Source: an optimization exercise on an open RTL-to-GDS flow (aim: small area and a short achievable clock period). Production flows keep margins and buffers that such runs may drop. Function was checked by simulation only, so behaviour that the tests miss may differ from the original.

==> design.v <==
module ULA_LCD(clk, rst, rs, rw, en, dados, SOMA, SUBT, MULT, IGUAL, A, B, sinalA, sinalB);
	input [7:0] A;
	input [7:0] B;
	input sinalA;
	input sinalB;
	input SOMA;
	input SUBT;
	input MULT;
	input IGUAL;
	output en;
	output rw;
	output rs;
	output [7:0] dados;
	input clk;
	input rst;
	reg rs;
	reg en;
	reg [6:0] dados_r;   
	reg [15:0] Vr;       
	reg dsel;            
	parameter T45 = 2250, T5 = 250, T25 = 125;
	assign rw = 1'b0;
	localparam E0 = 4'd0,      
	           E1 = 4'd1,      
	           E2 = 4'd2,      
	           E3 = 4'd3,      
	           E4 = 4'd4,      
	           E5 = 4'd5,      
	           E6 = 4'd6,      
	           E9 = 4'd7,      
	           L1W = 4'd8,     
	           L1 = 4'd9,      
	           E15 = 4'd10,    
	           L2W = 4'd11,    
	           L2 = 4'd12;     
	reg [3:0] estado;    
	reg in20;            
	reg subest;
	reg [4:0] charPos;   
	reg flag_rst;
	reg [1:0] operacao;
	reg menos;
	reg menosA;
	reg menosB;
	reg flagbt1, flagbt2, flagbt3, flagbt4;
	reg sgn;             
	wire sE0 = (estado == E0);
	wire sE1 = (estado == E1);
	wire sE2 = (estado == E2);
	wire sE3 = (estado == E3);
	wire sE4 = (estado == E4);
	wire sE5 = (estado == E5);
	wire sE6 = (estado == E6);
	wire sE9 = (estado == E9);
	wire sL1W = (estado == L1W);
	wire sL1 = (estado == L1);
	wire sE15 = (estado == E15);
	wire sL2W = (estado == L2W);
	wire sL2 = (estado == L2);
	reg [7:0] cnt;
	wire flag45    = charPos[3] & (cnt == 8'd203);
	wire flag5     = (cnt > T5) | (sE1 & (charPos == 0));
	wire flag2meio = (cnt > T25);
	always @(posedge clk) begin
		if (rst)
			cnt <= 0;
		else if (flag_rst)
			cnt <= 1;
		else if (cnt != 8'd255 || sE0)
			cnt <= cnt + 1'b1;
	end
	wire opSom = (operacao == 2'd1);
	wire opSub = (operacao == 2'd2);
	wire opMul = (operacao == 2'd3);
	wire selB = charPos[3] | (charPos[2] & charPos[1]);    
	wire mulsel = sL2 & opMul;
	wire xa = sE15 | (sL2 ? opSom : ~selB);
	wire [7:0] X = mulsel ? B : {7'd0, xa};
	wire cin = sE15 | (sL2 & opSub & sgn);
	wire [7:0] Y = sE15 ? ~B :
	               sL2 ? (opSub ? (Vr[7:0] ^ {8{sgn}}) : opSom ? B : 8'd0) :
	               (selB ? B : 8'd0);
	reg [15:0] V;
	reg [7:0] s, c, ns, nc, pp;
	reg cy;
	integer r, k;
	always @(*) begin
		pp = A & {8{X[0]}};
		s = pp ^ Y ^ {7'd0, cin};
		c = (pp & Y) | ({7'd0, cin} & (pp ^ Y));
		V[0] = s[0];
		for (r = 1; r < 8; r = r + 1) begin
			pp = A & {8{X[r]}};
			for (k = 0; k < 8; k = k + 1) begin
				ns[k] = pp[k] ^ (k < 7 ? s[k+1] : 1'b0) ^ c[k];
				nc[k] = pp[k] & (k < 7 ? s[k+1] : 1'b0) | c[k] & (pp[k] ^ (k < 7 ? s[k+1] : 1'b0));
			end
			s = ns;
			c = nc;
			V[r] = s[0];
		end
		cy = 1'b0;
		for (k = 0; k < 8; k = k + 1) begin
			V[8+k] = (k < 7 ? s[k+1] : 1'b0) ^ c[k] ^ cy;
			cy = (k < 7 ? s[k+1] : 1'b0) & c[k] | cy & ((k < 7 ? s[k+1] : 1'b0) ^ c[k]);
		end
	end
	function [3:0] add3(input [3:0] x);
		case (x)
			4'd5: add3 = 4'd8;
			4'd6: add3 = 4'd9;
			4'd7: add3 = 4'd10;
			4'd8: add3 = 4'd11;
			4'd9: add3 = 4'd12;
			default: add3 = x;
		endcase
	endfunction
	reg [19:0] bcd;
	integer i;
	always @(*) begin
		bcd = 0;
		for (i = 15; i >= 0; i = i - 1) begin
			bcd[3:0] = add3(bcd[3:0]);
			bcd[7:4] = add3(bcd[7:4]);
			bcd[11:8] = add3(bcd[11:8]);
			bcd[15:12] = add3(bcd[15:12]);
			bcd = {bcd[18:0], Vr[i]};
		end
	end
	wire line2 = (estado == L2) | (estado == L2W);
	reg [3:0] dig;
	always @(*) begin
		if (line2) begin
			case (charPos[2:0])
				3'd2: dig = opMul ? bcd[19:16] : bcd[11:8];
				3'd3: dig = opMul ? bcd[15:12] : bcd[7:4];
				3'd4: dig = opMul ? bcd[11:8] : bcd[3:0];
				3'd5: dig = bcd[7:4];
				default: dig = bcd[3:0];
			endcase
		end
		else begin
			case (charPos[3:0])
				4'd1, 4'd7: dig = bcd[11:8];
				4'd2, 4'd8: dig = bcd[7:4];
				default: dig = bcd[3:0];
			endcase
		end
	end
	assign dados = {dados_r[6], dados_r[6:4], dsel ? dig : dados_r[3:0]};
	wire AgtB = V[8] & (V[7:0] != 0);
	wire BgtA = ~V[8];
	wire nz = (A != 0) & (B != 0);
	reg [1:0] opn;       
	reg menosn;
	always @(*) begin
		opn = operacao;
		menosn = menos;
		if (opSom) begin
			if (sinalA & !sinalB) begin
				opn = 2;
				menosn = AgtB;
			end
			else if (!sinalA & sinalB) begin
				opn = 2;
				menosn = BgtA;
			end
			else if (sinalA & sinalB) menosn = nz;
			else menosn = 0;
		end
		else if (opSub) begin
			if (sinalA & !sinalB) begin
				opn = 1;
				menosn = nz;
			end
			else if (!sinalA & sinalB) begin
				opn = 1;
				menosn = 0;
			end
			else if (sinalA & sinalB) menosn = AgtB;
			else menosn = BgtA;
		end
	end
	wire inW = sE1 | sE2 | sE3 | sE4 | sE5 | sE9 | sL1W | sL2W | sL2 | (sE15 & (operacao != 0));
	wire fire = !in20 & inW & subest & flag5;
	wire relS = sE6 & !in20 & SOMA & flagbt1;
	wire relU = sE6 & !in20 & SUBT & flagbt2;
	wire relM = sE6 & !in20 & MULT & flagbt3;
	wire relI = sE6 & !in20 & IGUAL & flagbt4;
	wire relOp = relS | relU | relM;
	wire l1 = !in20 & sL1;
	wire l1clr = charPos == 31;
	wire l1end = charPos == 17;
	wire l1off = charPos == 16;
	wire l1chr = !charPos[4];                
	wire l1signA = (charPos == 0) & sinalA & menosA;
	wire l1signB = (charPos == 6) & sinalB & menosB;
	wire l1dig = (charPos[3:0] == 0) | (charPos[3:0] == 1) | (charPos[3:0] == 2) |
	             (charPos[3:0] == 6) | (charPos[3:0] == 7) | (charPos[3:0] == 8);
	wire l1op = charPos[3:0] == 4;
	wire l2 = fire & sL2;
	wire l2last = opMul ? (charPos == 7) : (charPos == 5);
	wire l2sp = opMul ? (charPos == 6) : (charPos == 4);
	wire l2minus = (charPos == 1) & menos;
	wire l2skip = (charPos == 0);
	wire wr1 = l1 & (l1clr | l1chr);
	wire wr2 = l2 & !l2skip & !l2last;
	wire wrC = fire & (sE1 | sE2 | sE4 | sE9 | sE15);    
	wire wr = wr1 | wr2 | wrC;
	always @(posedge clk) begin
		if (rst) begin
			estado <= E0;
			in20 <= 0;
			subest <= 0;
			flag_rst <= 0;
			charPos <= 0;
			rs <= 0;
			en <= 0;
			dados_r <= 0;
			dsel <= 0;
			operacao <= 0;
			flagbt1 <= 0;
			flagbt2 <= 0;
			flagbt3 <= 0;
			flagbt4 <= 0;
		end
		else begin
			if (in20) subest <= !(subest & flag2meio);
			else subest <= inW & !(subest & flag5);
			if (in20 | inW) begin
				if (!subest) flag_rst <= 1;
				else if (!(in20 ? flag2meio : flag5)) flag_rst <= 0;
				else if (!in20 & (sE1 | sE2 | sE3 | sE4 | sE9 | sL1W)) flag_rst <= 1;
			end
			else if (relOp) flag_rst <= 1;
			en <= in20 | wr;
			if (in20) begin
				if (subest & flag2meio) in20 <= 0;
			end
			else if (sE0) begin
				if (flag45) estado <= E1;
			end
			else if (sE6) begin
				if (relI) estado <= E15;
				else if (relM | relU) estado <= L1;
				else if (relS) estado <= E9;
			end
			else if (l1) begin
				if (l1end) estado <= E6;
				else if (l1off | l1clr | l1chr) in20 <= 1;
				if (l1off | l1clr | l1chr) estado <= L1W;
			end
			else if (fire) begin
				if (!sE5 & !sL1W & !sL2W) in20 <= 1;
				case (estado)
					E1: estado <= (charPos == 3) ? E2 : E1;
					E2: estado <= E3;
					E3: estado <= E4;
					E4: estado <= E5;
					E5: estado <= E6;
					E9: estado <= L1W;
					L1W: estado <= L1;
					E15: estado <= L2W;
					L2W: estado <= L2;
					L2: estado <= l2last ? E6 : L2W;
					default: ;
				endcase
			end
			if (sE0 & !in20) begin
				if (flag45) charPos <= 0;
				else if (cnt == 8'd255) charPos <= charPos + 1'b1;
			end
			else if (sE6 & !in20) begin
				if (relI) charPos <= 0;
				else if (relOp) charPos <= 31;
			end
			else if ((fire & sE1) | (l1 & (l1clr | l1off | (l1chr & !l1signA & !l1signB))) |
			         (l2 & !l2minus & !l2last))
				charPos <= charPos + 1'b1;
			if (wr) rs <= wr1 ? !l1clr : wr2;
			if (wr) begin
				dsel <= 0;
				if (wrC) begin
					dados_r <= sE1 ? 7'h38 : sE2 ? 7'h0C : sE4 ? 7'h06 : sE15 ? 7'h40 : 7'h01;
				end
				else if (wr1) begin
					if (l1clr) dados_r <= 7'h01;
					else if (l1signA | l1signB) dados_r <= 7'd45;
					else if (l1dig) begin
						dados_r <= 7'h30;
						dsel <= 1;
					end
					else if (l1op) dados_r <= opSom ? 7'd43 : opSub ? 7'd45 : 7'd42;
					else dados_r <= 7'd32;
				end
				else begin
					if (l2minus) dados_r <= 7'd45;
					else if (l2sp) dados_r <= 7'd32;
					else begin
						dados_r <= 7'h30;
						dsel <= 1;
					end
				end
			end
			else if (fire & sE3) begin
				dados_r <= 7'h01;
				dsel <= 0;
			end
			else if (!in20 & sE5 & !subest) begin
				dados_r <= 0;
				dsel <= 0;
			end
			if (sE6 & !in20) begin
				if (relM) operacao <= 3;
				else if (relU) operacao <= 2;
				else if (relS) operacao <= 1;
			end
			else if (sE15 & !in20) operacao <= opn;
			if (sE6 & !in20) begin
				if (!SOMA & !flagbt1) flagbt1 <= 1;
				else if (SOMA & flagbt1) flagbt1 <= 0;
				if (!SUBT & !flagbt2) flagbt2 <= 1;
				else if (SUBT & flagbt2) flagbt2 <= 0;
				if (!MULT & !flagbt3) flagbt3 <= 1;
				else if (MULT & flagbt3) flagbt3 <= 0;
				if (!IGUAL & !flagbt4) flagbt4 <= 1;
				else if (IGUAL & flagbt4) flagbt4 <= 0;
			end
		end
	end
	always @(posedge clk) begin
		if (wr | (sE15 & !in20)) Vr <= V;
		if (sE15 & !in20) begin
			if (fire & (opn == 3)) menos <= (sinalA ^ sinalB) & nz;
			else menos <= menosn;
			sgn <= ~V[8];
		end
		else if (wr & sL2 & opSub) sgn <= 0;    
		if (!(sE15 & !in20) & l2 & l2minus) menos <= 0;
		if (relOp) begin
			menosA <= 1;
			menosB <= 1;
		end
		else if (l1 & l1signA) menosA <= 0;
		else if (l1 & l1signB) menosB <= 0;
	end
endmodule
==> flow/run.sh <==
#!/bin/bash
# Standard ORFS layout, except that after the standard synthesis the
# combinational logic is mapped again by ABC for area (flow/remap.abc);
# the flip-flops of the standard synthesis are kept as they are, with their
# names and cells.
set -euo pipefail
HERE=$(pwd)
R=$HERE/orfs/results/sky130hd/ULA_LCD/base
LIB=$FLOW_HOME/platforms/sky130hd/lib/sky130_fd_sc_hd__tt_025C_1v80.lib

bash standard.sh synth > $HERE/synth_std.log 2>&1

cp $R/1_2_yosys.v $HERE/netlist_std.v
cat > $HERE/remap.ys <<EOY
read_liberty -ignore_miss_func $LIB
read_verilog $HERE/netlist_std.v
hierarchy -top ULA_LCD
setattr -mod -set blackbox 1 sky130_fd_sc_hd__*df*
flatten
opt -full
techmap
opt -fast
abc -liberty $LIB $(cat $HERE/flow/dontuse.txt) -script $HERE/flow/remap.abc
opt_clean -purge
hilomap -singleton -hicell sky130_fd_sc_hd__conb_1 HI -locell sky130_fd_sc_hd__conb_1 LO
insbuf -buf sky130_fd_sc_hd__buf_4 A X
splitnets
opt_clean -purge
tee -o $HERE/remap_stat.log stat -liberty $LIB
write_verilog -noattr -nohex -nodec $HERE/netlist_remap.v
EOY
yosys -s $HERE/remap.ys > $HERE/remap.log 2>&1

# the remapped logic must do what the standard synthesis does
cat > $HERE/remap_equiv.ys <<EOY
read_liberty -ignore_miss_func $LIB
read_verilog $HERE/netlist_std.v
rename ULA_LCD gold
read_verilog $HERE/netlist_remap.v
rename ULA_LCD gate
flatten gold gate
hierarchy -check
setattr -mod -set blackbox 1 sky130_fd_sc_hd__*df*
opt_clean
equiv_make gold gate eq
hierarchy -top eq
equiv_simple -seq 1
equiv_status -assert
EOY
yosys -s $HERE/remap_equiv.ys > $HERE/remap_equiv.log 2>&1

cp $HERE/netlist_remap.v $R/1_2_yosys.v
touch $R/1_2_yosys.v
bash standard.sh finish > $HERE/finish.log 2>&1
==> flow/dontuse.txt <==
-dont_use sky130_fd_sc_hd__lpflow_bleeder_1 -dont_use sky130_fd_sc_hd__lpflow_clkbufkapwr_1 -dont_use sky130_fd_sc_hd__lpflow_clkbufkapwr_16 -dont_use sky130_fd_sc_hd__lpflow_clkbufkapwr_2 -dont_use sky130_fd_sc_hd__lpflow_clkbufkapwr_4 -dont_use sky130_fd_sc_hd__lpflow_clkbufkapwr_8 -dont_use sky130_fd_sc_hd__lpflow_clkinvkapwr_1 -dont_use sky130_fd_sc_hd__lpflow_clkinvkapwr_16 -dont_use sky130_fd_sc_hd__lpflow_clkinvkapwr_2 -dont_use sky130_fd_sc_hd__lpflow_clkinvkapwr_4 -dont_use sky130_fd_sc_hd__lpflow_clkinvkapwr_8 -dont_use sky130_fd_sc_hd__lpflow_decapkapwr_12 -dont_use sky130_fd_sc_hd__lpflow_decapkapwr_3 -dont_use sky130_fd_sc_hd__lpflow_decapkapwr_4 -dont_use sky130_fd_sc_hd__lpflow_decapkapwr_6 -dont_use sky130_fd_sc_hd__lpflow_decapkapwr_8 -dont_use sky130_fd_sc_hd__lpflow_inputiso0n_1 -dont_use sky130_fd_sc_hd__lpflow_inputiso0p_1 -dont_use sky130_fd_sc_hd__lpflow_inputiso1n_1 -dont_use sky130_fd_sc_hd__lpflow_inputiso1p_1 -dont_use sky130_fd_sc_hd__lpflow_inputisolatch_1 -dont_use sky130_fd_sc_hd__lpflow_isobufsrc_1 -dont_use sky130_fd_sc_hd__lpflow_isobufsrc_16 -dont_use sky130_fd_sc_hd__lpflow_isobufsrc_2 -dont_use sky130_fd_sc_hd__lpflow_isobufsrc_4 -dont_use sky130_fd_sc_hd__lpflow_isobufsrc_8 -dont_use sky130_fd_sc_hd__lpflow_isobufsrckapwr_16 -dont_use sky130_fd_sc_hd__lpflow_lsbuf_lh_hl_isowell_tap_1 -dont_use sky130_fd_sc_hd__lpflow_lsbuf_lh_hl_isowell_tap_2 -dont_use sky130_fd_sc_hd__lpflow_lsbuf_lh_hl_isowell_tap_4 -dont_use sky130_fd_sc_hd__lpflow_lsbuf_lh_isowell_4 -dont_use sky130_fd_sc_hd__lpflow_lsbuf_lh_isowell_tap_1 -dont_use sky130_fd_sc_hd__lpflow_lsbuf_lh_isowell_tap_2 -dont_use sky130_fd_sc_hd__lpflow_lsbuf_lh_isowell_tap_4 -dont_use sky130_fd_sc_hd__probe_p_8 -dont_use sky130_fd_sc_hd__probec_p_8 
==> flow/remap.abc <==
strash
&get -n
&deepsyn -T 30
&put
dch -f
amap
topo
==> standard.sh <==
#!/bin/bash
# synth_recipe.tcl (not shown) runs the flow's synth.tcl, then flattens the netlist and writes it again
# the make line also repeats each setting of config.mk as NAME=value (left out here)
make -C /OpenROAD-flow-scripts/flow DESIGN_CONFIG=/design/flow/config.mk WORK_HOME=/design/flow/orfs CLKGATE_MAP_FILE= SYNTH_SCRIPT=/design/flow/synth_recipe.tcl "${@:-finish}"
==> config.mk <==
export PLATFORM = sky130hd
export DESIGN_NAME = ULA_LCD
export DESIGN_NICKNAME = ULA_LCD
export VERILOG_FILES = /design/flow/design.v
export SDC_FILE = /design/flow/constraint.sdc
export NUM_CORES = 4
export LEC_CHECK = 0
export ABC_AREA = 1
export CAP_MARGIN = 20
export CORE_MARGIN = 2
export CORE_UTILIZATION = 40
export SLEW_MARGIN = 20
==> constraint.sdc <==
create_clock -name core_clock -period 120.0 [get_ports {clk}]
set_input_delay 24.0000 -clock core_clock [delete_from_list [all_inputs] [get_ports {clk}]]
set_output_delay 24.0000 -clock core_clock [all_outputs]
set_load 0.01 [all_outputs]
==> run_results.csv, run 1 <==
group,metric,value,unit
min_path,holdCritPathClass,"flop to flop",
status,status,"no timing/DRC/antenna violations",
placement,placement.io_buffers,33,
layout,nFillCells,1638,
drt,routed_wirelength,18950,um
layout,drive_above_1_share,0.009991,
drt,final_antenna_net_count,0,
sta,worstMarginPinSlew,0.9025,ns
layout,fin_util,0.4597,
placement,hpwl,15340,um
sta,period_minus_slack,36.15,ns
global_route,grt_max_degree,24,
drt,drc,0,
cts,root_buffer,"clkbuf_16",
sta,relSlewSlack,0.3943,
worst_setup_path,crit_path_start_kind,"flop",
worst_setup_path,cp-startpoint,"Vr[15]$_DFFE_PP_",
worst_setup_path,cp-end-kind,"output pin",
synth,syn_nets,1086,
cts,cts-htree-levels,2,
global_route,grt_pass1_wl,31800,um
layout,multi_input_area,4513,sq um
sta,rsz0062_at_grt,"no",
floorplan,ios,35,
drt,first_pass_iters,8,
worst_setup_path,crit_end,"dados[1]",
cts,cts_tree,"done",
cts,clock_latency,0.31,ns
global_route,busiest_layer,"met1",
drt,wl_per_cell,14.45,um
drt,drt_iter0_drc,772,
cts,clock_sinks,56,
floorplan,dieArea,16740,sq um
cts,cts_resized,0,
synth,yosysWarningCount,1,
job,drv_cap,0,
global_route,met2_usage,0.3384,
worst_setup_path,critPathMaxFanout,10,
worst_setup_path,arrival,12.15,ns
cts,post_cts_buffers,0,
drt,routed_via_density,5.759,
worst_setup_path,rr_endpoint,"Vr[14]$_DFFE_PP_",
global_route,antenna_found_initial,0,
worst_setup_path,timing.rr.start,"estado[1]$_SDFFE_PP0P_",
floorplan,start_util,0.4121,
floorplan,die_w,129.4,um
sta,finalCritPeriodShare,0.3012,
placement,place.gp.congestion,0.9941,
cts,cts_buffers,5,
layout,final-seq-area,1291,sq um
global_route,overflow,0,
global_route,grt_usage,0.2327,
cts,cts_buffer_depth,2,
synth,syn_area,6287,sq um
layout,fin_nets,1124,
worst_setup_path,reg2reg_slack,112.35,ns
worst_setup_path,cpMaxStageDelayCell,"a311oi_1",
drt,vias,7556,
layout,antenna_cells,0,
global_route,use_met1,0.3549,
worst_setup_path,reg2regPathDepth,42,
sta,fin_tns_setup,0,ns
worst_setup_path,slowest_delay,0.78,ns
synth,syn_area_per_cell,5.920,sq um
sta,hold_viol,0,
floorplan,dieHeight,129.4,um
worst_setup_path,critPathKind,"flop to output pin",
floorplan,core.rowCount,45,
global_route,met3_usage,0.03138,
cts,clk_pin_slew,0.07,ns
sta,report.final.slew_viol_count,0,
global_route,grt_pass1_vias,6476,
sta,timing.fmax,27.66,MHz
worst_setup_path,crit_required,96.00,ns
cts,hold_buffers,0,
sta,setup_violations,0,
layout,area_growth,11.56,%
synth,postSynthCellCount,1062,
floorplan,core-area,15260,sq um
sta,fin_skew,0.01153,ns
==> state kept, by name, indices dropped and copies added, names as in the netlist, named ones only <==
| signal | cells |
|---|---|
| Vr | 16 |
| charPos | 5 |
| cnt | 8 |
| dados_r | 7 |
| dsel | 1 |
| en | 1 |
| estado | 4 |
| flag_rst | 1 |
| flagbt1 | 1 |
| flagbt2 | 1 |
| flagbt3 | 1 |
| flagbt4 | 1 |
| in20 | 1 |
| menos | 1 |
| menosA | 1 |
| menosB | 1 |
| rs | 1 |
| sgn | 1 |
| subest | 1 |
==> critical path, delay by kind of cell (launching register included) <==
kind	cells	cell delay (ns)
AO/OA/AOI/OAI	24	6.67
AND/OR/NAND/NOR	14	2.69
buffers and inverters	9	2.02
flip-flops	1	0.46
==> cell usage in the layout, fill, tap and decap left out, drive strengths merged, types with 4 or more instances in the layout <==
cell           instances
a211oi                10
nor3                  30
nor2                 230
dfxtp                 39
nand4                 15
clkdlybuf4s50         33
o211ai                 5
o221ai                 5
a31oi                 21
a311oi                 5
or3                    4
or4                    5
clkinv               121
a222oi                 7
o32ai                  6
o22ai                 25
and2                   5
o21a                  37
nand2                129
nand3                 31
nor2b                  5
a22oi                  5
edfxtp                17
clkbuf                 6
o21bai                 4
o21ai                155
a21oi                 79
a221oi                 9
or2                    8
nor4                   6
==> metal layers <==
layer / up-vias / share of wire
li1: 3970 / -
met5: - / 0
met4: 0 / 0.020
met1: 3292 / 0.51
met2: 264 / 0.40
met3: 30 / 0.076
==> per-stage QoR <==
| stage | setup WS (ns) | area [sq um] | instances | hold slack, ns |
|---|---|---|---|---|
| 4_1_cts | 84.06 | 7014 | 1312 | 0.4632 |
| 6_report | 83.85 | 7014 | 1312 | 0.4597 |
| 2_1_floorplan | 86.77 | 6287 | 1062 | 0.4246 |
| 5_1_grt | 82.29 | 7014 | 1312 | 0.4752 |
| 3_5_place_dp | 84.48 | 6872 | 1304 | 0.4512 |
| 3_3_place_gp | 84.97 | 6872 | 1304 | 0.4482 |
==> worst min-delay path by stage <==
stage | endpoint | depth (start not counted) | start
detailed placement | flagbt4$_SDFFE_PP0P_ | 2 | flagbt4$_SDFFE_PP0P_
global route | flagbt4$_SDFFE_PP0P_ | 2 | flagbt4$_SDFFE_PP0P_
floorplan | flag_rst$_SDFFE_PP0P_ | 1 | subest$_SDFF_PP0_
global placement | flagbt1$_SDFFE_PP0P_ | 2 | flagbt1$_SDFFE_PP0P_
CTS | flagbt4$_SDFFE_PP0P_ | 2 | flagbt4$_SDFFE_PP0P_
finish | flagbt4$_SDFFE_PP0P_ | 2 | flagbt4$_SDFFE_PP0P_
==> layout make-up <==
class / instances / share of cell area
clock buffers: 6 / 0.01837
clock inverters: 2 / 0.001962
inverters: 120 / 0.06422
multi-input cells: 881 / 0.6434
flip-flops and latches: 56 / 0.1841
well taps: 211 / 0.03764
repair buffers: 36 / 0.05030
==> run 2: changes to the inputs <==
==> flow/remap.abc (replaced) <==
strash
&get -n
&deepsyn -T 30
&put
dch -f
map -a
topo
==> run 2 against run 1 <==
Against the previous run:
- via count is 1.3% higher
- critical path depth is 6 higher
- clock skew is 0.0029 ns higher
- critical path type unchanged
- still clean on timing, DRC and antenna
- die area is 8.5% higher
==> run_results.csv, run 2 <==
group,metric,value,unit
cts,cts_buffer_depth,2,
worst_setup_path,critPathKind,"flop to output pin",
floorplan,start_util,0.4110,
worst_setup_path,cp-end-kind,"output pin",
sta,period_minus_slack,33.43,ns
placement,hpwl,16230,um
sta,rsz0062_at_grt,"no",
layout,final_cell_area,7570,sq um
worst_setup_path,crit_path_start_kind,"flop",
drt,final_antenna_net_count,0,
worst_setup_path,critPathMaxFanout,11,
placement,place.gp.congestion,0.9436,
global_route,grt_pass1_vias,6687,
sta,finalCritPeriodShare,0.2786,
cts,post_cts_buffers,0,
worst_setup_path,timing.rr.start,"estado[3]$_SDFFE_PP0P_",
cts,root_buffer,"clkbuf_16",
sta,fin_tns_setup,0,ns
synth,yosysWarningCount,1,
floorplan,core-area,16640,sq um
layout,largest_reg_flops,16,
global_route,overflow,0,
drt,drt_iter0_drc,518,
synth,syn_area_per_cell,5.763,sq um
worst_setup_path,reg2reg_slack,111.67,ns
placement,placed_cell_area,7416,sq um
sta,fin_skew,0.01440,ns
floorplan,die_w,134.8,um
cts,hold_buffers,0,
worst_setup_path,crit_required,96.00,ns
layout,regMostFlops,"Vr",
layout,final_cell_count_no_fill,1444,
worst_setup_path,critPathMostFrequentCell,"nor2_1",
cts,clk_pin_slew,0.08,ns
global_route,grt_max_degree,21,
layout,largest_registers,"Vr x16, cnt x8, dados_r x7",
layout,antenna_cells,0,
worst_setup_path,reg2regPathDepth,42,
status,status,"no timing/DRC/antenna violations",
cts,cts_buffers,5,
placement,dp_slack,87.07,ns
drt,first_pass_iters,5,
sta,hold_slack,0.4635,ns
sta,worstMarginPinSlew,0.8282,ns
synth,syn_nets,1211,
drt,vias,7657,
cts,cts_resized,0,
sta,hold_viol,0,
min_path,min_from,"flagbt3$_SDFFE_PP0P_",
cts,cts_tree,"done",
worst_setup_path,arrival,9.43,ns
sta,fin_ws,86.57,ns
min_path,whs_path_depth,2,
sta,setup_violations,0,
drt,drc,0,
job,drv_cap,0,
floorplan,ios,35,
sta,relSlewSlack,0.4336,
placement,placement.io_buffers,33,
layout,drive_above_1_share,0.04248,
worst_setup_path,cpMaxStageDelayCell,"edfxtp_1",
floorplan,dieHeight,134.8,um
worst_setup_path,rr_endpoint,"Vr[14]$_DFFE_PP_",
sta,timing.fmax,29.92,MHz
synth,postSynthCellCount,1187,
cts,clock_latency,0.31,ns
layout,layout_commonest_cell,"nand2_1",
layout,fin_nets,1247,
synth,syn_area,6840,sq um
floorplan,dieArea,18160,sq um
global_route,grt_pass1_wl,32250,um
global_route,antenna_found_initial,0,
drt,routed_wirelength,19510,um
floorplan,core.rowCount,47,
worst_setup_path,slowest_delay,0.55,ns
cts,cts-htree-levels,2,
cts,clock_sinks,56,
min_path,holdCritPathClass,"flop to flop",
layout,layout_common_cells,"212 x nand2_1, 207 x nor2_1, 202 x clkinv_1",
sta,report.final.slew_viol_count,0,
layout,area_growth,10.66,%
placement,dp.cells,1436,
drt,wl_per_cell,13.51,um
global_route,grt_usage,0.2164,
min_path,hold_end,"flagbt3$_SDFFE_PP0P_",
drt,routed_via_density,5.303,
run 2: layer usage:
metal	GRT usage	up-vias	routed length (um)
li1	-	4063	-
met1	0.3248	3378	9999
met2	0.3311	194	8169
met3	0.02102	22	1006
met4	0.05380	0	331
met5	0	-	0
run 2: area by class of cell:
cell class / count / area, sq um
Clock buffer: 5 / 125.1
Clock inverter: 3 / 28.78
Fill cell: 1853 / 9072
Inverter: 202 / 758.2
Multi-Input combinational cell: 924 / 4753
Sequential cell: 56 / 1291
Tap cell: 220 / 275.3
Timing Repair Buffer: 34 / 337.8
run 2: worst max path at each step:
stage                      from       end  slack [ns]  depth (start not counted)
2_1_floorplan  Vr[15]$_DFFE_PP_  dados[1]       89.07                         52
5_1_grt        Vr[15]$_DFFE_PP_  dados[1]       85.20                         55
3_3_place_gp   Vr[15]$_DFFE_PP_  dados[1]       87.22                         51
3_5_place_dp   Vr[15]$_DFFE_PP_  dados[1]       87.07                         53
6_report       Vr[15]$_DFFE_PP_  dados[1]       86.57                         53
4_1_cts        Vr[15]$_DFFE_PP_  dados[1]       86.70                         53
run 2: through the flow:
step | utilization
6_report | 0.4549
5_1_grt | 0.4549
4_1_cts | 0.4549
3_5_place_dp | 0.4456
3_3_place_gp | 0.4456
2_1_floorplan | -
run 2: worst max-delay path: cells and delay by family, from the launching register on:
kind,cells,cell delay [ns]
simple gates,27,3.51
buf+inv,9,1.60
flops,1,0.55
xor+xnor,1,0.26
compound gates,16,3.22
==> run 3: changes to the inputs <==
--- a/flow/run.sh
+++ b/flow/run.sh
@@ -51,4 +51,4 @@
 
 cp $HERE/netlist_remap.v $R/1_2_yosys.v
 touch $R/1_2_yosys.v
-bash standard.sh finish > $HERE/finish.log 2>&1
+bash standard.sh finish "BUFFER_PORTS_ARGS=-buffer_cell sky130_fd_sc_hd__buf_2" > $HERE/finish.log 2>&1
==> run 3 against run 2 <==
Against the previous run:
- still clean on timing, DRC and antenna
- first-iteration DRC count is 1.5% higher
- sequential share of layout area up 0.38 points
- routed wire length up 0.52%
- synthesized area did not move
- worst setup slack better by 0.53 ns
- non-clock buffer count did not move
- clock-buffer cell count unchanged
- global-route usage up 0.17 points
- critical path type unchanged
==> run_results.csv, run 3 <==
group,metric,value,unit
drt,wl_per_cell,13.58,um
layout,largest_reg_flops,16,
sta,fin_tns_setup,0,ns
drt,drc,0,
drt,drt_iter0_drc,526,
global_route,overflow,0,
status,status,"no timing/DRC/antenna violations",
floorplan,core-area,16640,sq um
worst_setup_path,reg2reg_slack,111.54,ns
layout,layout_common_cells,"212 x nand2_1, 207 x nor2_1, 202 x clkinv_1",
worst_setup_path,critPathMostFrequentCell,"nor2_1",
sta,fin_skew,0.01053,ns
worst_setup_path,cp-end-kind,"output pin",
floorplan,dieHeight,134.8,um
cts,cts_resized,0,
cts,cts_buffers,5,
synth,yosysWarningCount,1,
cts,post_cts_buffers,0,
global_route,grt_max_degree,21,
cts,root_buffer,"clkbuf_16",
placement,placement.io_buffers,33,
sta,rsz0062_at_grt,"no",
layout,fin_nets,1247,
worst_setup_path,crit_path_start_kind,"flop",
cts,clk_pin_slew,0.08,ns
sta,worstMarginPinSlew,0.7939,ns
layout,regMostFlops,"Vr",
synth,postSynthCellCount,1187,
synth,syn_area_per_cell,5.763,sq um
layout,nFillCells,1839,
layout,drive_above_1_share,0.06944,
placement,hpwl,16380,um
drt,vias,7622,
layout,largest_registers,"Vr x16, cnt x8, dados_r x7",
layout,antenna_cells,0,
worst_setup_path,slowest_delay,0.55,ns
cts,clock_latency,0.30,ns
sta,timing.fmax,30.40,MHz
synth,syn_nets,1211,
cts,cts_buffer_depth,2,
sta,hold_viol,0,
global_route,grt_usage,0.2181,
sta,report.final.slew_viol_count,0,
sta,setup_violations,0,
drt,final_antenna_net_count,0,
worst_setup_path,crit_required,96.00,ns
floorplan,die_w,134.8,um
worst_setup_path,arrival,8.90,ns
layout,layout_commonest_cell,"nand2_1",
sta,relSlewSlack,0.4571,
worst_setup_path,critPathKind,"flop to output pin",
layout,fin_util,0.4449,
placement,place.gp.congestion,0.9591,
cts,hold_buffers,0,
min_path,holdCritPathClass,"flop to flop",
floorplan,dieArea,18160,sq um
sta,period_minus_slack,32.90,ns
global_route,antenna_found_initial,0,
global_route,grt_pass1_vias,6817,
drt,first_pass_iters,4,
cts,cts-htree-levels,2,
worst_setup_path,cpMaxStageDelayCell,"edfxtp_1",
layout,area_growth,8.249,%
sta,finalCritPeriodShare,0.2741,
floorplan,core.rowCount,47,
worst_setup_path,critPathMaxFanout,11,
cts,cts_tree,"done",
global_route,grt_pass1_wl,32770,um
floorplan,ios,35,
synth,syn_area,6840,sq um
drt,routed_via_density,5.278,
job,drv_cap,0,
drt,routed_wirelength,19610,um
floorplan,start_util,0.4110,
cts,clock_sinks,56,
## run 3: final timing paths
check                                             start                      end  cells past startpoint
worst max register to register   estado[1]$_SDFFE_PP0P_         Vr[14]$_DFFE_PP_                     42
worst min register to register  dados_r[4]$_SDFFE_PP0P_  dados_r[4]$_SDFFE_PP0P_                      2
worst min-delay path            dados_r[4]$_SDFFE_PP0P_  dados_r[4]$_SDFFE_PP0P_                      2
worst max-delay path                   Vr[15]$_DFFE_PP_                 dados[1]                     55
## run 3: final cells by class
class                   count  area [sq um]  share of cell area
flip-flops and latches     56          1291              0.1744
clock buffers               5         125.1             0.01690
inverters                 202         758.2              0.1024
multi-input cells         924          4753              0.6419
clock inverters             3         28.78            0.003886
well taps                 220         275.3             0.03717
repair buffers             34         172.7             0.02332
## run 3: metrics by stage
stage / setup WS (ns) / std cells / instance area (sq um) / hold WS [ns]
final: 87.10 / 1444 / 7405 / 0.4564
after global routing: 85.65 / 1444 / 7405 / 0.4807
after global placement: 87.65 / 1436 / 7251 / 0.4402
after floorplan: 89.07 / 1187 / 6840 / 0.4278
after CTS: 87.10 / 1444 / 7405 / 0.4589
after detailed placement: 87.50 / 1436 / 7251 / 0.4411
## run 3: metal layers
metal / up-vias / part of all wire / track usage
li1: 4042 / - / -
met1: 3403 / 0.51 / 0.3226
met2: 154 / 0.43 / 0.3412
met3: 23 / 0.041 / 0.01652
met4: 0 / 0.019 / 0.05789
met5: - / 0 / 0
## run 3: critical path: cells and delay by family (launching register included)
| family | cells | cell delay, ns |
|---|---|---|
| AO/OA/AOI/OAI | 15 | 2.97 |
| flip-flops | 1 | 0.55 |
| XOR/XNOR | 1 | 0.27 |
| AND/OR/NAND/NOR | 27 | 3.21 |
| buffers and inverters | 12 | 1.62 |
==> run 4: changes to the inputs <==
==> flow/remap.abc (replaced) <==
strash
&get -n
&deepsyn -T 30
&dch -f
&nf -p -R 1000
&put
topo
==> run 4 against run 3 <==
Against the previous run:
- synthesized cell count fell by 18%
- global-route usage fell by 2.5 points
- clock-buffer cell count did not move
- synthesized area fell by 3.7%
- fmax fell by 1.6%
- worst hold slack got worse by 0.010 ns
- worst setup slack got worse by 0.55 ns
==> run_results.csv, run 4 <==
group,metric,value,unit
cts,clk_pin_slew,0.08,ns
worst_setup_path,cpMaxStageDelayCell,"edfxtp_1",
drt,final_antenna_net_count,0,
worst_setup_path,arrival,9.44,ns
cts,cts-htree-levels,2,
drt,wl_per_cell,13.84,um
global_route,grt_pass1_wl,28720,um
floorplan,dieArea,17500,sq um
worst_setup_path,critPathMaxFanout,15,
cts,post_cts_buffers,0,
layout,final_cell_count_no_fill,1228,
synth,postSynthCellCount,975,
layout,fin_util,0.4464,
drt,first_pass_iters,5,
layout,antenna_cells,0,
cts,hold_buffers,0,
floorplan,dieHeight,132.3,um
drt,drc,0,
drt,vias,6818,
sta,relSlewSlack,0.3984,
worst_setup_path,crit_path_start_kind,"flop",
sta,hold_viol,0,
global_route,grt_usage,0.1933,
cts,clock_sinks,56,
placement,placement.io_buffers,33,
layout,layout_commonest_cell,"nand2_1",
drt,drt_iter0_drc,433,
sta,report.final.slew_viol_count,0,
sta,fin_skew,0.01108,ns
min_path,holdCritPathClass,"flop to flop",
cts,cts_buffers,5,
sta,timing.fmax,29.90,MHz
cts,cts_buffer_depth,2,
layout,layout_common_cells,"173 x nand2_1, 100 x nor2_1, 92 x a21oi_1",
global_route,met3_usage,0.02153,
synth,syn_area_per_cell,6.753,sq um
layout,fin_nets,1035,
synth,syn_area,6584,sq um
global_route,antenna_found_initial,0,
placement,hpwl,13630,um
layout,largest_registers,"Vr x16, cnt x8, dados_r x7",
sta,worstMarginPinSlew,0.8982,ns
sta,setup_violations,0,
floorplan,core.rowCount,46,
sta,finalCritPeriodShare,0.2787,
cts,root_buffer,"clkbuf_16",
global_route,overflow,0,
global_route,grt_pass1_vias,5959,
sta,period_minus_slack,33.44,ns
drt,routed_wirelength,17000,um
floorplan,die_w,132.3,um
sta,fin_tns_setup,0,ns
worst_setup_path,critPathMostFrequentCell,"o21ai_0",
layout,regMostFlops,"Vr",
cts,cts_tree,"done",
global_route,grt_max_degree,25,
floorplan,start_util,0.4115,
floorplan,core-area,16000,sq um
sta,hold_slack,0.4464,ns
floorplan,ios,35,
worst_setup_path,critPathKind,"flop to output pin",
worst_setup_path,slowest_delay,0.64,ns
cts,cts_resized,0,
drt,routed_via_density,5.552,
layout,nFillCells,1694,
layout,area_growth,8.495,%
synth,syn_nets,999,
sta,rsz0062_at_grt,"no",
cts,clock_latency,0.31,ns
layout,largest_reg_flops,16,
job,drv_cap,0,
worst_setup_path,crit_required,96.00,ns
placement,dp.cells,1220,
synth,yosysWarningCount,1,
global_route,met2_usage,0.3024,
placement,place.gp.congestion,0.9068,
global_route,use_met1,0.2894,
layout,drive_above_1_share,0.04150,
global_route,busiest_layer,"met2",
status,status,"no timing/DRC/antenna violations",
worst_setup_path,cp-end-kind,"output pin",
## run 4: area by class of cell
class                      count  area [sq um]  area share
inverter                      26         97.59     0.01366
multi-input combinational    888          5157      0.7220
clock inverter                 3         28.78    0.004029
timing repair buffer          34         172.7     0.02417
clock buffer                   5         125.1     0.01752
sequential                    56          1291      0.1808
tap                          216         270.3     0.03783
## run 4: worst max-delay path: cells and delay by family, from the launching register on
kind | cells | cell delay, ns
compound gates | 20 | 4.68
buf+inv | 4 | 0.47
flops | 1 | 0.64
simple gates | 14 | 2.47
xor+xnor | 3 | 0.85
## run 4: worst paths after layout
| check | start | end | slack, ns | depth (start not counted) |
|---|---|---|---|---|
| max | Vr[15]$_DFFE_PP_ | dados[1] | 86.56 | 41 |
| max reg2reg | estado[1]$_SDFFE_PP0P_ | Vr[14]$_DFFE_PP_ | 112.71 | 33 |
| min reg2reg | menosA$_SDFFE_PP1P_ | menosA$_SDFFE_PP1P_ | 0.45 | 2 |
| min | menosA$_SDFFE_PP1P_ | menosA$_SDFFE_PP1P_ | 0.45 | 2 |
## run 4: metrics by stage
step	instance area [sq um]	setup WS, ns
final	7143	86.56
after floorplan	6584	88.41
after global placement	6989	87.34
after CTS	7143	86.56
after detailed placement	6989	86.93
after global routing	7143	85.18
## run 4: metal layers
layer / share of wire / vias to the layer above
li1: - / 3550
met1: 0.52 / 3112
met2: 0.43 / 144
met3: 0.043 / 12
met4: 0.0079 / 0
met5: 0 / -
==> run 5: changes to the inputs <==
--- a/config.mk
+++ b/config.mk
@@ -8,5 +8,7 @@
 export ABC_AREA = 1
 export CAP_MARGIN = 20
 export CORE_MARGIN = 2
-export CORE_UTILIZATION = 40
+export CORE_UTILIZATION = 60
+export CTS_BUF_LIST = sky130_fd_sc_hd__clkbuf_8
+export CTS_CLUSTER_SIZE = 30
 export SLEW_MARGIN = 20
==> run 5 against run 4 <==
Against the previous run:
- fmax grew 0.30%
- still clean on timing, DRC and antenna
- critical endpoint unchanged
- final cell count shrank 6.2%
- first-iteration DRC count grew 49%
- global-route usage grew 8.7 points
- clock skew shrank 0.0012 ns
==> run_results.csv, run 5 <==
group,metric,value,unit
status,status,"no timing/DRC/antenna violations",
sta,setup_violations,0,
layout,area_growth,6.404,%
sta,timing.fmax,29.99,MHz
layout,layout_common_cells,"173 x nand2_1, 100 x nor2_1, 92 x a21oi_1",
sta,rsz0062_at_grt,"no",
global_route,grt_pass1_vias,5650,
cts,post_cts_buffers,0,
worst_setup_path,slowest_delay,0.65,ns
cts,cts-htree-levels,2,
worst_setup_path,reg2reg_slack,112.58,ns
global_route,grt_usage,0.2803,
floorplan,ios,35,
cts,clk_pin_slew,0.10,ns
layout,nFillCells,1048,
synth,yosysWarningCount,1,
layout,final-seq-area,1291,sq um
floorplan,die_w,108.8,um
cts,clock_latency,0.33,ns
drt,wl_per_cell,14.28,um
sta,relSlewSlack,0.4067,
layout,final_cell_area,7005,sq um
cts,cts_tree,"done",
layout,regMostFlops,"Vr",
worst_setup_path,cp-end-kind,"output pin",
drt,first_pass_iters,5,
layout,layout_commonest_cell,"nand2_1",
worst_setup_path,critPathKind,"flop to output pin",
global_route,grt_pass1_wl,26890,um
min_path,holdCritPathClass,"flop to flop",
worst_setup_path,critPathMaxFanout,15,
floorplan,dieArea,11830,sq um
sta,fin_skew,0.009919,ns
cts,cts_resized,0,
drt,final_antenna_net_count,0,
global_route,overflow,0,
worst_setup_path,crit_required,96.00,ns
placement,place.gp.congestion,0.9411,
sta,period_minus_slack,33.34,ns
drt,routed_via_density,5.917,
worst_setup_path,crit_path_start_kind,"flop",
layout,fin_util,0.6491,
layout,antenna_cells,0,
sta,fin_tns_setup,0,ns
sta,finalCritPeriodShare,0.2779,
synth,syn_area,6584,sq um
floorplan,core-area,10790,sq um
worst_setup_path,critPathMostFrequentCell,"o21ai_0",
placement,hpwl,13090,um
drt,routed_wirelength,16450,um
cts,cts_buffers,5,
drt,drc,0,
layout,largest_registers,"Vr x16, cnt x8, dados_r x7",
cts,hold_buffers,0,
drt,drt_iter0_drc,644,
synth,postSynthCellCount,975,
sta,report.final.slew_viol_count,0,
global_route,antenna_found_initial,0,
layout,fin_nets,1035,
placement,placement.io_buffers,33,
floorplan,core.rowCount,38,
synth,syn_nets,999,
layout,largest_reg_flops,16,
drt,vias,6816,
cts,cts_buffer_depth,2,
global_route,grt_max_degree,25,
layout,multi_input_area,5157,sq um
synth,syn_area_per_cell,6.753,sq um
worst_setup_path,cpMaxStageDelayCell,"edfxtp_1",
cts,clock_sinks,56,
floorplan,dieHeight,108.8,um
sta,hold_viol,0,
job,drv_cap,0,
cts,root_buffer,"clkbuf_8",
sta,worstMarginPinSlew,0.8858,ns
layout,drive_above_1_share,0.04051,
floorplan,start_util,0.6100,
worst_setup_path,arrival,9.34,ns
placement,placed_cell_area,6894,sq um
## run 5: final cells by class
class / count / area share
Timing Repair Buffer: 34 / 0.02465
Clock buffer: 5 / 0.009823
Tap cell: 140 / 0.02500
Clock inverter: 3 / 0.006073
Multi-Input combinational cell: 888 / 0.7362
Inverter: 26 / 0.01393
Sequential cell: 56 / 0.1843
## run 5: final timing paths
kind                     startpoint                   to  depth (start not counted)
min reg2reg     menosB$_SDFFE_PP1P_  menosB$_SDFFE_PP1P_                          2
min             menosB$_SDFFE_PP1P_  menosB$_SDFFE_PP1P_                          2
max                Vr[15]$_DFFE_PP_             dados[1]                         41
max reg2reg  estado[1]$_SDFFE_PP0P_     Vr[14]$_DFFE_PP_                         30
## run 5: critical path, delay by kind of cell (launching register included)
kind / cells / cell delay [ns]
compound gates: 20 / 4.67
simple gates: 14 / 2.37
xor+xnor: 3 / 0.83
flops: 1 / 0.65
buf+inv: 4 / 0.49
## run 5: per-layer routing
layer,GRT usage,wire length [um],vias to the layer above
met4,0.05678,172,0
met5,0,0,-
met3,0.04244,1072,17
li1,-,-,3537
met1,0.4232,8272,3070
met2,0.4214,6930,192
## run 5: stage by stage
step                instances  setup WS [ns]  hold slack [ns]
floorplan                 975          88.41           0.4226
global placement         1144          87.39           0.4344
detailed placement       1144          87.10           0.4380
CTS                      1152          86.69           0.4536
global route             1152          85.37           0.4870
finish                   1152          86.66           0.4493
==> run 6: changes to the inputs <==
--- a/flow/run.sh
+++ b/flow/run.sh
@@ -51,4 +51,4 @@
 
 cp $HERE/netlist_remap.v $R/1_2_yosys.v
 touch $R/1_2_yosys.v
-bash standard.sh finish "BUFFER_PORTS_ARGS=-buffer_cell sky130_fd_sc_hd__buf_2" > $HERE/finish.log 2>&1
+bash standard.sh finish SETUP_SLACK_MARGIN=87.7 "BUFFER_PORTS_ARGS=-buffer_cell sky130_fd_sc_hd__buf_2" > $HERE/finish.log 2>&1
==> run 6 against run 5 <==
Against the previous run:
- still clean on timing, DRC and antenna
- flip-flop and latch count did not move
- worst hold slack improved by 0.00085 ns
- first-iteration DRC count is 7.1% lower
- synthesized cell count stayed put
- register-to-register slack about the same
- routed wire length rose by 4.2%
- synthesized area unchanged
==> run_results.csv, run 6 <==
group,metric,value,unit
status,status,"no timing/DRC/antenna violations",
worst_setup_path,slowest_delay,0.43,ns
global_route,use_met1,0.4274,
floorplan,ios,35,
placement,place.gp.congestion,0.9411,
drt,drt_iter0_drc,598,
layout,regMostFlops,"Vr",
floorplan,start_util,0.6100,
global_route,grt_pass1_vias,5688,
layout,largest_registers,"Vr x16, cnt x8, dados_r x7",
drt,routed_wirelength,17130,um
synth,postSynthCellCount,975,
layout,antenna_cells,0,
layout,final_cell_area,7337,sq um
drt,final_antenna_net_count,0,
placement,dp.cells,1144,
sta,fin_tns_setup,0,ns
sta,hold_slack,0.4502,ns
placement,placed_cell_area,6894,sq um
drt,wl_per_cell,14.68,um
synth,syn_area_per_cell,6.753,sq um
sta,setup_violations,0,
layout,fin_nets,1050,
layout,layout_common_cells,"169 x nand2_1, 96 x nor2_1, 87 x a21oi_1",
cts,cts_buffer_depth,2,
cts,clock_sinks,56,
sta,fin_skew,0.01007,ns
drt,first_pass_iters,7,
floorplan,die_w,108.8,um
worst_setup_path,critPathMaxFanout,14,
sta,report.final.slew_viol_count,0,
drt,vias,7011,
global_route,overflow,0,
layout,largest_reg_flops,16,
synth,syn_nets,999,
sta,period_minus_slack,31.83,ns
layout,area_growth,11.44,%
cts,cts-htree-levels,2,
placement,placement.io_buffers,33,
min_path,holdCritPathClass,"flop to flop",
floorplan,dieHeight,108.8,um
cts,cts_tree,"done",
worst_setup_path,arrival,7.83,ns
sta,rsz0062_at_grt,"yes",
job,drv_cap,0,
global_route,grt_max_degree,25,
worst_setup_path,crit_required,96.00,ns
synth,syn_area,6584,sq um
placement,hpwl,13090,um
layout,layout_commonest_cell,"nand2_1",
sta,relSlewSlack,0.4076,
sta,finalCritPeriodShare,0.2652,
floorplan,core.rowCount,38,
drt,routed_via_density,6.008,
drt,drc,0,
cts,root_buffer,"clkbuf_8",
floorplan,core-area,10790,sq um
worst_setup_path,critPathKind,"flop to output pin",
cts,clk_pin_slew,0.10,ns
cts,cts_buffers,5,
synth,yosysWarningCount,1,
cts,clock_latency,0.33,ns
sta,worstMarginPinSlew,0.8845,ns
global_route,met2_usage,0.4254,
worst_setup_path,cpMaxStageDelayCell,"or3_1",
sta,hold_viol,0,
layout,final_cell_count_no_fill,1167,
global_route,antenna_found_initial,0,
sta,timing.fmax,31.42,MHz
global_route,busiest_layer,"met1",
global_route,met3_usage,0.04483,
global_route,grt_pass1_wl,27230,um
layout,drive_above_1_share,0.09640,
global_route,grt_usage,0.2838,
worst_setup_path,cp-end-kind,"output pin",
floorplan,dieArea,11830,sq um
worst_setup_path,crit_path_start_kind,"flop",
-- run 6: timing repair --
action,in CTS,in global routing
hold buffers,0,0
resized for setup,11,48
pin swaps,0,11
setup buffers,4,11
setup endpoints to repair,4,4
-- run 6: area by class of cell --
cell class                 count  area (sq um)
multi-input combinational    888          5376
fill                         994          3456
clock buffer                   5         68.82
sequential                    56          1291
timing repair buffer          49         285.3
tap                          140         175.2
clock inverter                 3         42.54
inverter                      26         97.59
-- run 6: critical path: cells and delay by family (launching register included) --
family | cells | cell delay [ns]
flip-flops | 1 | 0.42
AND/OR/NAND/NOR | 16 | 2.61
buffers and inverters | 3 | 0.44
XOR/XNOR | 3 | 0.74
AO/OA/AOI/OAI | 18 | 3.27
-- run 6: path summary, 6_finish.rpt --
| kind | start | end | slack [ns] | cells after the start |
|---|---|---|---|---|
| hold reg to reg | menosA$_SDFFE_PP1P_ | menosA$_SDFFE_PP1P_ | 0.45 | 2 |
| hold / removal | menosA$_SDFFE_PP1P_ | menosA$_SDFFE_PP1P_ | 0.45 | 2 |
| setup reg to reg | estado[1]$_SDFFE_PP0P_ | Vr[14]$_DFFE_PP_ | 112.57 | 30 |
| setup / recovery | Vr[15]$_DFFE_PP_ | dados[2] | 88.17 | 40 |
-- run 6: metal layers --
layer | wire [um] | vias up
li1 | - | 3568
met4 | 176 | 0
met5 | 0 | -
met1 | 8391 | 3212
met2 | 7385 | 216
met3 | 1180 | 15
-- run 6: stage by stage --
stage	setup WS (ns)	utilization
3_3_place_gp	87.39	0.6388
2_1_floorplan	88.41	-
5_1_grt	87.51	0.6798
6_report	88.17	0.6798
3_5_place_dp	87.10	0.6388
4_1_cts	87.75	0.6562
==> run 7: changes to the inputs <==
--- a/flow/run.sh
+++ b/flow/run.sh
@@ -51,4 +51,4 @@
 
 cp $HERE/netlist_remap.v $R/1_2_yosys.v
 touch $R/1_2_yosys.v
-bash standard.sh finish SETUP_SLACK_MARGIN=87.7 "BUFFER_PORTS_ARGS=-buffer_cell sky130_fd_sc_hd__buf_2" > $HERE/finish.log 2>&1
+bash standard.sh finish SETUP_SLACK_MARGIN=88.2 "BUFFER_PORTS_ARGS=-buffer_cell sky130_fd_sc_hd__buf_2" > $HERE/finish.log 2>&1
==> run 7 against run 6 <==
Against the previous run:
- first-iteration DRC count increased by 27%
- non-clock buffer count grew 20
- flip-flop and latch count did not move
- largest cell class unchanged
==> run_results.csv, run 7 <==
group,metric,value,unit
status,status,"no timing/DRC/antenna violations",
global_route,antenna_found_initial,0,
sta,finalCritPeriodShare,0.2657,
job,drv_cap,0,
drt,final_antenna_net_count,0,
floorplan,start_util,0.6100,
worst_setup_path,cp-end-kind,"output pin",
layout,nFillCells,936,
sta,report.final.slew_viol_count,0,
sta,period_minus_slack,31.88,ns
drt,wl_per_cell,15.78,um
floorplan,core-area,10790,sq um
layout,antenna_cells,0,
global_route,overflow,0,
layout,largest_reg_flops,16,
sta,hold_slack,0.4483,ns
cts,cts_tree,"done",
cts,hold_buffers,0,
sta,setup_violations,0,
worst_setup_path,slowest_delay,0.49,ns
sta,fin_skew,0.01140,ns
floorplan,core.rowCount,38,
drt,drc,0,
floorplan,ios,35,
layout,drive_above_1_share,0.1318,
synth,syn_area,6584,sq um
global_route,grt_pass1_vias,5849,
sta,fin_tns_setup,0,ns
drt,first_pass_iters,6,
floorplan,dieHeight,108.8,um
drt,routed_wirelength,18740,um
placement,hpwl,13090,um
sta,worstMarginPinSlew,0.8947,ns
cts,cts_buffers,5,
global_route,grt_max_degree,25,
worst_setup_path,arrival,7.88,ns
worst_setup_path,crit_family,"compound AO/OA/AOI/OAI gates",
worst_setup_path,cpMaxStageDelayCell,"edfxtp_1",
layout,final-seq-area,1291,sq um
cts,cts_buffer_depth,2,
synth,syn_area_per_cell,6.753,sq um
cts,cts-htree-levels,2,
placement,place.gp.congestion,0.9411,
cts,clk_pin_slew,0.10,ns
min_path,holdCritPathClass,"flop to flop",
placement,dp_slack,87.10,ns
synth,yosysWarningCount,1,
sta,relSlewSlack,0.4008,
placement,placement.io_buffers,33,
synth,syn_nets,999,
worst_setup_path,crit_path_start_kind,"flop",
floorplan,die_w,108.8,um
drt,routed_via_density,6.191,
cts,clock_sinks,56,
floorplan,dieArea,11830,sq um
cts,clock_latency,0.33,ns
layout,fin_nets,1070,
layout,layout_common_cells,"168 x nand2_1, 95 x nor2_1, 85 x a21oi_1",
global_route,grt_usage,0.2890,
layout,area_growth,16.46,%
worst_setup_path,worst-path-buf-inv,3,
sta,timing.fmax,31.36,MHz
worst_setup_path,crit_required,96.00,ns
cts,root_buffer,"clkbuf_8",
global_route,grt_pass1_wl,27710,um
sta,hold_viol,0,
layout,largest_registers,"Vr x16, cnt x8, dados_r x7",
sta,fin_ws,88.12,ns
layout,multi_input_area,5553,sq um
layout,regMostFlops,"Vr",
sta,rsz0062_at_grt,"yes",
worst_setup_path,critPathMaxFanout,8,
drt,vias,7349,
layout,layout_commonest_cell,"nand2_1",
synth,postSynthCellCount,975,
worst_setup_path,critPathKind,"flop to output pin",
drt,drt_iter0_drc,758,
## run 7: through the flow
step | cell area, sq um | instances | util
2_1_floorplan | 6584 | 975 | -
3_3_place_gp | 6894 | 1144 | 0.6388
3_5_place_dp | 6894 | 1144 | 0.6388
4_1_cts | 7262 | 1166 | 0.6729
5_1_grt | 7667 | 1187 | 0.7104
6_report | 7667 | 1187 | 0.7104
## run 7: final cells by class
class | instances | share of cell area
sequential | 56 | 0.1684
inverter | 26 | 0.01273
multi-input combinational | 888 | 0.7242
clock inverter | 3 | 0.005548
tap | 140 | 0.02285
timing repair buffer | 69 | 0.05728
clock buffer | 5 | 0.008975
## run 7: metal layers
layer,global-route usage,part of all wire
met2,0.4397,0.44
met1,0.4302,0.47
met3,0.04363,0.073
met5,0,0
met4,0.06410,0.016
## run 7: worst paths after layout
check,depth (start not counted),to,start,slack (ns)
setup / recovery,39,dados[2],Vr[12]$_DFFE_PP_,88.12
setup reg to reg,32,Vr[14]$_DFFE_PP_,estado[1]$_SDFFE_PP0P_,112.57
hold reg to reg,2,menosB$_SDFFE_PP1P_,menosB$_SDFFE_PP1P_,0.45
hold / removal,2,menosB$_SDFFE_PP1P_,menosB$_SDFFE_PP1P_,0.45
## run 7: worst reg2reg max path, delay by kind of cell (launching register included)
family,cells,cell delay [ns]
simple gates,14,2.52
compound gates,10,2.22
xor+xnor,7,1.48
flops,1,0.59
fa+ha+maj,1,0.37
## run 7: repair_timing
action | in CTS | in global routing
resized for setup | 32 | 66
pin swaps | 5 | 20
buffers inserted | 14 | 21
endpoints found under the setup margin | 4 | 4
==> run 8: changes to the inputs <==
--- a/flow/run.sh
+++ b/flow/run.sh
@@ -51,4 +51,4 @@
 
 cp $HERE/netlist_remap.v $R/1_2_yosys.v
 touch $R/1_2_yosys.v
-bash standard.sh finish SETUP_SLACK_MARGIN=88.2 "BUFFER_PORTS_ARGS=-buffer_cell sky130_fd_sc_hd__buf_2" > $HERE/finish.log 2>&1
+bash standard.sh finish SETUP_SLACK_MARGIN=87.2 "BUFFER_PORTS_ARGS=-buffer_cell sky130_fd_sc_hd__buf_2" > $HERE/finish.log 2>&1
==> flow/remap.abc (replaced) <==
strash
&get -n
&deepsyn -T 30
&dch -f
&nf -p -R 50
&put
topo
==> run 8 against run 7 <==
Against the previous run:
- synthesized cell count down 0.51%
- critical path depth down 2
- core utilization down 4.1 points
- still clean on timing, DRC and antenna
- clock skew up 0.0015 ns
- routed wire length down 6.0%
- register-to-register slack better by 0.08 ns
- highest routed layer unchanged
- fmax down 1.3%
==> run_results.csv, run 8 <==
group,metric,value,unit
status,status,"no timing/DRC/antenna violations",
min_path,whs_path_depth,2,
worst_setup_path,crit_required,96.00,ns
worst_setup_path,critPathMaxFanout,9,
layout,largest_reg_flops,16,
placement,dp.cells,1139,
global_route,grt_max_degree,25,
placement,hpwl,13780,um
min_path,holdCritPathClass,"flop to flop",
worst_setup_path,critPathMostFrequentCell,"nand2_1",
layout,layout_common_cells,"171 x nand2_1, 96 x nor2_1, 91 x a21oi_1",
sta,worstMarginPinSlew,0.8730,ns
synth,syn_area,6598,sq um
global_route,met2_usage,0.4601,
min_path,min_from,"menosB$_SDFFE_PP1P_",
cts,clock_sinks,56,
global_route,grt_pass1_wl,28470,um
drt,wl_per_cell,15.12,um
sta,hold_viol,0,
layout,largest_registers,"Vr x16, cnt x8, dados_r x7",
sta,report.final.slew_viol_count,0,
worst_setup_path,arrival,8.29,ns
layout,nFillCells,982,
synth,syn_area_per_cell,6.802,sq um
job,drv_cap,0,
worst_setup_path,cpMaxStageDelayCell,"edfxtp_1",
cts,clk_pin_slew,0.11,ns
worst_setup_path,cp-startpoint,"Vr[15]$_DFFE_PP_",
layout,antenna_cells,0,
worst_setup_path,crit_path_start_kind,"flop",
sta,finalCritPeriodShare,0.2691,
cts,clock_latency,0.32,ns
worst_setup_path,reg2regPathDepth,32,
cts,hold_buffers,0,
layout,final_cell_count_no_fill,1165,
drt,drt_iter0_drc,764,
sta,period_minus_slack,32.29,ns
global_route,met3_usage,0.04543,
global_route,overflow,0,
sta,fin_tns_setup,0,ns
placement,place.gp.congestion,0.9895,
drt,vias,7191,
floorplan,core.rowCount,38,
drt,first_pass_iters,5,
sta,relSlewSlack,0.4153,
worst_setup_path,timing.rr.start,"estado[1]$_SDFFE_PP0P_",
cts,cts_tree,"done",
cts,root_buffer,"clkbuf_8",
sta,setup_violations,0,
drt,routed_via_density,6.173,
sta,timing.fmax,30.97,MHz
floorplan,core-area,10790,sq um
synth,syn_nets,994,
placement,placement.io_buffers,33,
worst_setup_path,cp-end-kind,"output pin",
floorplan,dieArea,11850,sq um
sta,rsz0062_at_grt,"no",
worst_setup_path,slowest_delay,0.55,ns
sta,fin_skew,0.01293,ns
worst_setup_path,reg2reg_slack,112.65,ns
synth,yosysWarningCount,1,
layout,drive_above_1_share,0.07415,
layout,fin_util,0.6695,
global_route,antenna_found_initial,0,
drt,drc,0,
floorplan,ios,35,
global_route,grt_pass1_vias,6219,
layout,fin_nets,1048,
floorplan,die_w,108.9,um
layout,layout_commonest_cell,"nand2_1",
cts,cts_buffer_depth,2,
synth,postSynthCellCount,970,
global_route,grt_usage,0.2908,
floorplan,dieHeight,108.9,um
layout,regMostFlops,"Vr",
floorplan,start_util,0.6113,
global_route,busiest_layer,"met2",
worst_setup_path,critPathKind,"flop to output pin",
min_path,hold_end,"menosB$_SDFFE_PP1P_",
layout,area_growth,9.520,%
cts,cts-htree-levels,2,
drt,routed_wirelength,17620,um
cts,cts_buffers,5,
global_route,use_met1,0.4207,
worst_setup_path,rr_endpoint,"Vr[14]$_DFFE_PP_",
drt,final_antenna_net_count,0,
run 8: how the worst max path moves through the flow:
stage / slack, ns / cells past startpoint / endpoint
floorplan: 88.88 / 33 / dados[3]
global placement: 87.96 / 36 / dados[1]
detailed placement: 87.52 / 36 / dados[1]
CTS: 87.21 / 35 / dados[1]
global route: 86.99 / 38 / dados[1]
finish: 87.71 / 37 / dados[1]
run 8: stage by stage:
| step | cell area, sq um | setup WS [ns] | hold slack [ns] |
|---|---|---|---|
| after floorplan | 6598 | 88.88 | 0.4226 |
| after global placement | 6908 | 87.96 | 0.4339 |
| after detailed placement | 6908 | 87.52 | 0.4352 |
| after CTS | 7007 | 87.21 | 0.4524 |
| after global routing | 7226 | 86.99 | 0.4828 |
| final | 7226 | 87.71 | 0.4478 |
run 8: area by class of cell:
class,count,area (sq um),area share
multi-input combinational,888,5281,0.7309
clock inverter,3,22.52,0.003117
timing repair buffer,52,307.8,0.04260
clock buffer,5,68.82,0.009524
inverter,21,78.83,0.01091
sequential,56,1291,0.1787
tap,140,175.2,0.02424
run 8: critical path, delay by kind of cell, from the launching register on:
family / cells / cell delay [ns]
buffers and inverters: 1 / 0.13
DFF: 1 / 0.55
and+or+nand+nor: 12 / 1.82
xor gates and xnor gates: 5 / 1.20
AOI/OAI and AO/OA: 18 / 4.00
muxes: 1 / 0.28
run 8: timing repair:
| item | in CTS | in global routing |
|---|---|---|
| hold endpoints to repair | 0 | 0 |
| buffers inserted | 0 | 18 |
| gates resized for setup | 1 | 19 |
| endpoints found under the setup margin | 1 | 4 |
| pin swaps | 0 | 2 |
run 8: layer usage:
layer / up-vias / wire length (um)
met4: 0 / 223
met3: 19 / 1257
met2: 253 / 7837
met1: 3342 / 8300
met5: - / 0
li1: 3577 / -

[separate check: timing with driven ports]
Ports are ideal in the flow. The routed layouts listed here were re-timed in OpenROAD.
Step 1, drivers: a clkbuf_16 drives clk and a buf_2 each remaining input, both assumed.
Step 2 moves the port delays by t, midway between the first and last clock arrival at a register: inputs arrive t later, outputs are due t later. That takes back most of the time a late clock gives input paths.
Three values: no drivers, after step 1, after step 2; two values: the first two.
| run | t (ns) | setup slack, ns | worst setup path after step 2 | worst data-port slew with drivers (ns) | cell pins on the clock port's net |
|---|---|---|---|---|---|
| run 1 | 0.345 | 83.852 / 83.810 / 84.155 | register to output | 0.04 | 1 |
| run 2 | 0.344 | 86.573 / 86.534 / 86.878 | register to output | 0.03 | 1 |
| run 3 | 0.339 | 87.103 / 87.060 / 87.399 | register to output | 0.03 | 1 |
| run 4 | 0.340 | 86.557 / 86.520 / 86.860 | register to output | 0.03 | 1 |
| run 5 | 0.360 | 86.656 / 86.620 / 86.980 | register to output | 0.03 | 1 |
| run 6 | 0.360 | 88.172 / 88.136 / 88.496 | register to output | 0.03 | 1 |
| run 7 | 0.359 | 88.116 / 88.080 / 88.439 | register to output | 0.03 | 1 |
| run 8 | 0.341 | 87.710 / 87.678 / 88.019 | register to output | 0.03 | 1 |
After both steps setup and hold are still met in every run listed.
